This design comes from an exercise in tuning for a short achievable clock period and few clock cycles on the open sky130 flow, not from production work. Only simulation tests tie the RTL to the original design; equivalence was not proved. Power figures rest on the tool's default switching activity, not on a simulated workload.

==> inputs of umber <==
## rat_6_arch
module rat_6_arch(
    input [7:0]IN_PORT,
    input CLK,
    output IO_STRB,
    input RESET,
    output [7:0]PORT_ID,
    output [7:0]OUT_PORT,
    output [9:0]PROG_ADDR,
    input [17:0]PROG_IR
    );
export LEC_CHECK = 0
export ABC_CLOCK_PERIOD_IN_PS = 1500
export CAP_MARGIN = 20
export CORE_MARGIN = 2
export CORE_UTILIZATION = 40
export SETUP_SLACK_MARGIN = 4
export SLEW_MARGIN = 20
export SYNTH_HIERARCHICAL = 1
export SYNTH_MINIMUM_KEEP_SIZE = 0
create_clock -name core_clock -period 6.0 [get_ports {CLK}]
run.sh (not shown) runs the stock make flow with config.mk's settings and CLKGATE_MAP_FILE= SYNTH_SCRIPT=/design/flow/synth_recipe.tcl, a recipe that flattens the netlist after the stock synthesis.
==> tundra: changes against umber <==
--- a/flow/design.v
+++ b/flow/design.v
@@ -12,31 +12,31 @@
     logic [9:0]       pc;         
     logic             dv;         
     logic [31:0][7:0] rf;         
     logic             C, Z;       
     logic       e_wr;             
     logic [4:0] e_rd;
-    logic [7:0] e_a, e_b;         
-    logic [7:0] e_bs;             
+    logic [7:0] e_an, e_bn;       
+    logic [7:0] e_bsn;            
     logic       e_arith, e_sub, e_cin;    
     logic       e_and, e_or, e_xor, e_movb, e_in;
     logic       e_lsl, e_lsr, e_rol, e_ror, e_asr;
     logic       e_ldc, e_ldz, e_clc, e_sec;
     logic       w_wr;
     logic [4:0] w_rd;
     logic [7:0] w_q;
     logic       strb_q;
-    logic [7:0] port_q, out_q;
+    logic [7:0] port_q, out_qn;
     assign PROG_ADDR = pc;
     assign IO_STRB   = strb_q;
     assign PORT_ID   = port_q;
-    assign OUT_PORT  = out_q;
+    assign OUT_PORT  = ~out_qn;
     logic [7:0] w;                
     logic       co, x8o, zl;      
     rat_alu alu (
-        .a(e_a), .b(e_b), .bs(e_bs), .C(C), .in_port(IN_PORT),
+        .an(e_an), .bn(e_bn), .bsn(e_bsn), .C(C), .in_port(IN_PORT),
         .arith(e_arith), .sub(e_sub), .cin(e_cin),
         .f_and(e_and), .f_or(e_or), .f_xor(e_xor), .movb(e_movb), .f_in(e_in),
         .lsl(e_lsl), .lsr(e_lsr), .rol(e_rol), .ror(e_ror), .asr(e_asr),
         .w(w), .co(co), .x8o(x8o), .zl(zl));
     always_ff @(posedge CLK) begin
         w_wr <= e_wr;
@@ -55,13 +55,12 @@
     assign ry  = PROG_IR[7:3];
     assign imm = PROG_IR[7:0];
     logic rr_lg, rr_ar, rr_cmp, rr_mov;
     logic im, im_lg, im_ar, im_cmp, im_mov, im_in, im_out;
     logic [2:0] f;                
     logic sh, sh_lsl, sh_lsr, sh_rol, sh_ror, sh_asr;
-    logic br_n, br_eq, br_ne, br_cs, br_cc;
     logic op_clc, op_sec;
     logic alu2, is_cmp, is_mov, inv_b;
     always_comb begin
         im     = hi[4];
         rr_lg  = (hi == 5'b00000);
         rr_ar  = (hi == 5'b00001);
@@ -80,42 +79,34 @@
         sh_lsl = (hi == 5'b01000) & (lo == 2'b00);
         sh_lsr = (hi == 5'b01000) & (lo == 2'b01);
         sh_rol = (hi == 5'b01000) & (lo == 2'b10);
         sh_ror = (hi == 5'b01000) & (lo == 2'b11);
         sh_asr = (hi == 5'b01001) & (lo == 2'b00);
         sh     = sh_lsl | sh_lsr | sh_rol | sh_ror | sh_asr;
-        br_n   = (hi == 5'b00100) & (lo == 2'b00);
-        br_eq  = (hi == 5'b00100) & (lo == 2'b10);
-        br_ne  = (hi == 5'b00100) & (lo == 2'b11);
-        br_cs  = (hi == 5'b00101) & (lo == 2'b00);
-        br_cc  = (hi == 5'b00101) & (lo == 2'b01);
         op_clc = (hi == 5'b01100) & (lo == 2'b00);
         op_sec = (hi == 5'b01100) & (lo == 2'b01);
         inv_b  = (alu2 & f[2] & f[1]) | is_cmp;    
     end
-    logic [7:0] a_rf, b_rf, a_nx, b_nx, bs_nx;
+    logic [7:0] a_rf, b_rf, a_nxn, b_nxn, bs_nxn;
     logic       efx, efy;
     logic       wfx, wfy;
     rat_rdport rpa (.rf(rf), .adr(rx), .q(a_rf));
     rat_rdport rpb (.rf(rf), .adr(ry), .q(b_rf));
-    always_comb begin
-        efx = e_wr && (e_rd == rx);
-        efy = e_wr && (e_rd == ry) && !im;
-        wfx = w_wr && (w_rd == rx);
-        wfy = w_wr && (w_rd == ry);
-    end
-    rat_bypass bpa (.sel_w(efx), .w(w), .sel_i(1'b0), .i(8'h00), .sel_q(wfx), .wq(w_q),
-                    .r(a_rf), .inv(1'b0), .q(a_nx), .qs());
-    rat_bypass bpb (.sel_w(efy), .w(w), .sel_i(im), .i(imm), .sel_q(wfy), .wq(w_q),
-                    .r(b_rf), .inv(inv_b), .q(b_nx), .qs(bs_nx));
+    logic       sox, soy;
+    rat_fwd fwd (.rx(rx), .ry(ry), .hi4(hi[4]), .e_wr(e_wr), .e_rd(e_rd), .w_wr(w_wr), .w_rd(w_rd),
+                 .efx(efx), .efy(efy), .wfx(wfx), .wfy(wfy), .sox(sox), .soy(soy));
+    rat_bypass bpa (.sel_w(efx), .w(w), .sel_i(1'b0), .i(8'h00), .sel_q(wfx), .wq(w_q), .sel_o(sox),
+                    .r(a_rf), .inv(1'b0), .qn(a_nxn), .qsn());
+    rat_bypass bpb (.sel_w(efy), .w(w), .sel_i(im), .i(imm), .sel_q(wfy), .wq(w_q), .sel_o(soy),
+                    .r(b_rf), .inv(inv_b), .qn(b_nxn), .qsn(bs_nxn));
     logic [9:0] pc_nx, pc_inc;
     logic       dv_nx, c_nx, z_nx, cin_nx;
     assign pc_inc = pc + 10'd1;
     rat_brsel brs (
         .reset(RESET), .dv(dv),
-        .br_n(br_n), .br_eq(br_eq), .br_ne(br_ne), .br_cs(br_cs), .br_cc(br_cc),
+        .hi(hi), .lo(lo),
         .C(C), .Z(Z), .ldc(e_ldc), .ldz(e_ldz), .clc(e_clc), .sec(e_sec),
         .arith(e_arith), .sub(e_sub), .co(co), .x8o(x8o), .zl(zl),
         .cin1((alu2 & f[2] & f[1] & ~f[0]) | is_cmp),      
         .cinc(alu2 & f[2] & ~f[1] & f[0]),                 
         .cinn(alu2 & f[2] & f[1] & f[0]),                  
         .tgt(PROG_IR[12:3]), .inc(pc_inc),
@@ -125,15 +116,15 @@
         dv <= dv_nx;
         C  <= c_nx;
         Z  <= z_nx;
         e_cin <= cin_nx;
     end
     always_ff @(posedge CLK) begin
-        e_a  <= a_nx;
-        e_b  <= b_nx;
-        e_bs <= bs_nx;
+        e_an  <= a_nxn;
+        e_bn  <= b_nxn;
+        e_bsn <= bs_nxn;
         e_rd <= rx;
         e_arith <= (alu2 & f[2]) | is_cmp;
         e_sub   <= inv_b;
         e_and   <= alu2 & (f == 3'b000 || f == 3'b011);
         e_or    <= alu2 & (f == 3'b001);
         e_xor   <= alu2 & (f == 3'b010);
@@ -158,32 +149,32 @@
             e_sec <= op_sec;
         end
     end
     always_ff @(posedge CLK) begin
         strb_q <= ~RESET & dv & im_out;
         port_q <= imm;
-        out_q  <= a_nx;
+        out_qn <= a_nxn;
     end
 endmodule
 module rat_rdport (
     input  [31:0][7:0] rf,
     input  [4:0]       adr,
     output [7:0]       q
     );
     logic [3:0] s0;
     logic [7:0] s1;
-    logic [7:0][7:0] grp;
+    logic [3:0][7:0] grp;
     always_comb begin
         for (int j = 0; j < 4; j++) s0[j] = (adr[1:0] == j);
         for (int j = 0; j < 8; j++) s1[j] = (adr[4:2] == j);
     end
-    for (genvar gi = 0; gi < 8; gi++) begin : g4
-        rat_sel4 s4 (.d0(rf[4*gi]), .d1(rf[4*gi+1]), .d2(rf[4*gi+2]), .d3(rf[4*gi+3]),
-                     .s(s0), .q(grp[gi]));
+    for (genvar l = 0; l < 4; l++) begin : g8
+        rat_sel8 s8 (.d({rf[28+l], rf[24+l], rf[20+l], rf[16+l], rf[12+l], rf[8+l], rf[4+l], rf[l]}),
+                     .s(s1), .q(grp[l]));
     end
-    rat_sel8 s8 (.d(grp), .s(s1), .q(q));
+    rat_sel4 s4 (.d0(grp[0]), .d1(grp[1]), .d2(grp[2]), .d3(grp[3]), .s(s0), .q(q));
 endmodule
 module rat_sel4 (
     input  [7:0] d0, d1, d2, d3,
     input  [3:0] s,
     output [7:0] q
     );
@@ -196,62 +187,87 @@
     );
     always_comb begin
         q = 8'h00;
         for (int j = 0; j < 8; j++) q = q | ({8{s[j]}} & d[j]);
     end
 endmodule
+module rat_fwd (
+    input  [4:0] rx, ry,
+    input        hi4,             
+    input        e_wr,
+    input  [4:0] e_rd,
+    input        w_wr,
+    input  [4:0] w_rd,
+    output logic efx, efy, wfx, wfy, sox, soy
+    );
+    always_comb begin
+        efx = e_wr && (e_rd == rx);
+        efy = e_wr && (e_rd == ry) && !hi4;
+        wfx = w_wr && (w_rd == rx);
+        wfy = w_wr && (w_rd == ry);
+        sox = efx | wfx;
+        soy = efy | wfy | hi4;
+    end
+endmodule
 module rat_bypass (
     input              sel_w,
     input  [7:0]       w,
     input              sel_i,
     input  [7:0]       i,
     input              sel_q,
     input  [7:0]       wq,
+    input              sel_o,    
     input  [7:0]       r,
     input              inv,
-    output [7:0]       q,
-    output [7:0]       qs
+    output [7:0]       qn,       
+    output [7:0]       qsn       
     );
     logic [7:0] o, o_s, rs;
-    logic       sel_o;
     rat_opmux om (.sel_w(sel_w), .w(w), .sel_i(sel_i), .i(i), .sel_q(sel_q), .wq(wq),
-                  .inv(inv), .q(o), .qs(o_s), .sel(sel_o));
+                  .inv(inv), .q(o), .qs(o_s));
     rat_xor #(8) xr (.a(r), .b({8{inv}}), .y(rs));
-    rat_mux2 m0 (.s(sel_o), .d1(o), .d0(r), .q(q));
-    rat_mux2 m1 (.s(sel_o), .d1(o_s), .d0(rs), .q(qs));
+    rat_mux2n m1 (.s(sel_o), .d1(o), .d0(r), .q(qn));
+    rat_mux2n m2 (.s(sel_o), .d1(o_s), .d0(rs), .q(qsn));
 endmodule
 module rat_opmux (
     input              sel_w,
     input  [7:0]       w,
     input              sel_i,
     input  [7:0]       i,
     input              sel_q,
     input  [7:0]       wq,
     input              inv,
     output logic [7:0] q,
-    output logic [7:0] qs,
-    output logic       sel
+    output logic [7:0] qs
     );
     always_comb begin
         q   = sel_i ? i : sel_w ? w : wq;
         qs  = q ^ {8{inv}};
-        sel = sel_i | sel_w | sel_q;
     end
 endmodule
+module rat_mux2n (
+    input        s,
+    input  [7:0] d1,
+    input  [7:0] d0,
+    output [7:0] q
+    );
+    assign q = ~(s ? d1 : d0);
+endmodule
 module rat_mux2 (
     input        s,
     input  [7:0] d1,
     input  [7:0] d0,
     output [7:0] q
     );
     assign q = s ? d1 : d0;
 endmodule
 module rat_brsel (
     input              reset,
     input              dv,
-    input              br_n, br_eq, br_ne, br_cs, br_cc,
+    input  [4:0]       hi,
+    input  [1:0]       lo,
     input              C, Z,
     input              ldc, ldz, clc, sec,
     input              arith, sub, co, x8o, zl,
     input              cin1, cinc, cinn,        
     input  [9:0]       tgt,
     input  [9:0]       inc,
@@ -260,13 +276,19 @@
     output             c_nx,
     output             z_nx,
     output             cin_nx
     );
     logic       c1, c0, z1, z0, tc1, tc0, tz1, tz0, tz, k1, k0, d1, d0;
     logic [9:0] tgt_r, inc_r, pa1, pa0, pb;
+    logic       br_n, br_eq, br_ne, br_cs, br_cc;
     always_comb begin
+        br_n   = (hi == 5'b00100) & (lo == 2'b00);
+        br_eq  = (hi == 5'b00100) & (lo == 2'b10);
+        br_ne  = (hi == 5'b00100) & (lo == 2'b11);
+        br_cs  = (hi == 5'b00101) & (lo == 2'b00);
+        br_cc  = (hi == 5'b00101) & (lo == 2'b01);
         c1 = ~clc & (sec | (ldc ? (arith ? ~sub : x8o) : C));
         c0 = ~clc & (sec | (ldc ? (arith ?  sub : x8o) : C));
         z1 = ldz | Z;
         z0 = ~ldz & Z;
         tc1 = dv & ((br_cs & c1) | (br_cc & ~c1));
         tc0 = dv & ((br_cs & c0) | (br_cc & ~c0));
@@ -301,30 +323,32 @@
     input  [W-1:0] d0,
     output [W-1:0] q
     );
     assign q = s ? d1 : d0;
 endmodule
 module rat_alu (
-    input  [7:0]       a, b, bs,
+    input  [7:0]       an, bn, bsn,      
     input              C,
     input  [7:0]       in_port,
     input              arith, sub, cin,
     input              f_and, f_or, f_xor, movb, f_in,
     input              lsl, lsr, rol, ror, asr,
     output [7:0]       w,
     output logic       co,       
     output logic       x8o,      
     output logic       zl        
     );
     logic       za;
-    logic [7:0] p, g, k, sum, zt, zt_b, wo;
+    logic [7:0] a, b, p, g, k, sum, zt, zt_b, wo;
     logic [8:0] cy;
     logic       zo, xo;
-    assign g = a & bs;
-    assign k = a | bs;
-    rat_xor #(8) x_p (.a(a), .b(bs), .y(p));
+    assign a = ~an;
+    assign b = ~bn;
+    assign g = ~(an | bsn);
+    assign k = ~(an & bsn);
+    rat_xor #(8) x_p (.a(an), .b(bsn), .y(p));
     rat_carry    cc  (.p(p), .g(g), .cin(cin), .cy(cy));
     rat_xor #(8) x_s (.a(p), .b(cy[7:0]), .y(sum));
     assign zt_b = ~{k[6:0], cin};
     rat_xor #(8) x_z (.a(p), .b(zt_b), .y(zt));
     rat_wother   wot (.a(a), .b(b), .p(p), .g(g), .k(k), .C(C), .in_port(in_port),
                       .f_and(f_and), .f_or(f_or), .f_xor(f_xor), .movb(movb), .f_in(f_in),
--- a/flow/config.mk
+++ b/flow/config.mk
@@ -6,10 +6,12 @@
 export NUM_CORES = 4
 export LEC_CHECK = 0
 export ABC_CLOCK_PERIOD_IN_PS = 1500
 export CAP_MARGIN = 20
 export CORE_MARGIN = 2
 export CORE_UTILIZATION = 40
+export GPL_ROUTABILITY_DRIVEN = 0
+export PLACE_DENSITY = 0.7
 export SETUP_SLACK_MARGIN = 4
 export SLEW_MARGIN = 20
 export SYNTH_HIERARCHICAL = 1
 export SYNTH_MINIMUM_KEEP_SIZE = 0
==> metrics.cfg <==
[pwr]
pwr-share-comb=0.190
pg_comb_mw=1.21

[status]
outcome=complete, no violations

[timing]
finClkSkew_ns=0.0177

[worst_setup_path]
r2r_cells=12

[end of results for tundra]
==> metrics.cfg <==
[status]
outcome=complete, no violations

[pwr]
pwr-share-comb=0.207
peakVddDrop_v=0.000225
pg_comb_mw=1.34

[timing]
setup_viol=0
finalCritPeriodShare=0.455

[placed_design]
place_hpwl_mm=35.2
place_congestion=0.910

[worst_setup_path]
r2r_cells=11

[cells_and_area]
multi_input_gates=996

[end of results for umber]
Testbench counts of umber, summed over its fixed seeds: cycles 11,731.
Testbench counts of tundra, summed over its fixed seeds: cycles 11,731.

separate check: timing with driven ports:
The results above use ideal ports. As a check the final layouts listed here were re-extracted and re-timed, cells and wires unchanged. Step 1 (the two cells are an assumption about what drives the block):
set clk [get_ports {CLK}]
set_driving_cell -lib_cell sky130_fd_sc_hd__clkbuf_16 $clk
set_driving_cell -lib_cell sky130_fd_sc_hd__buf_2 [delete_from_list [all_inputs] $clk]
Step 2 moves the port delays by t, midway between the first and last clock arrival at a register: inputs arrive t later, outputs are due t later. That takes back most of the time a late clock gives input paths. Three values: no drivers, after step 1, after step 2; two values: the first two.
run | shift t [ns] | slack for setup (ns) | worst data-port slew with drivers (ns) | cell pins on the clock port's net
umber | 0.609 | 3.269 / 3.258 / 2.649 | 0.09 | 1
tundra | 0.589 | 3.465 / 3.417 / 2.827 | 0.16 | 1
After both steps every run listed still meets setup and hold. The setup slack of tundra, which loses most, moves by -0.048 ns with the drivers and by -0.638 ns with both steps.
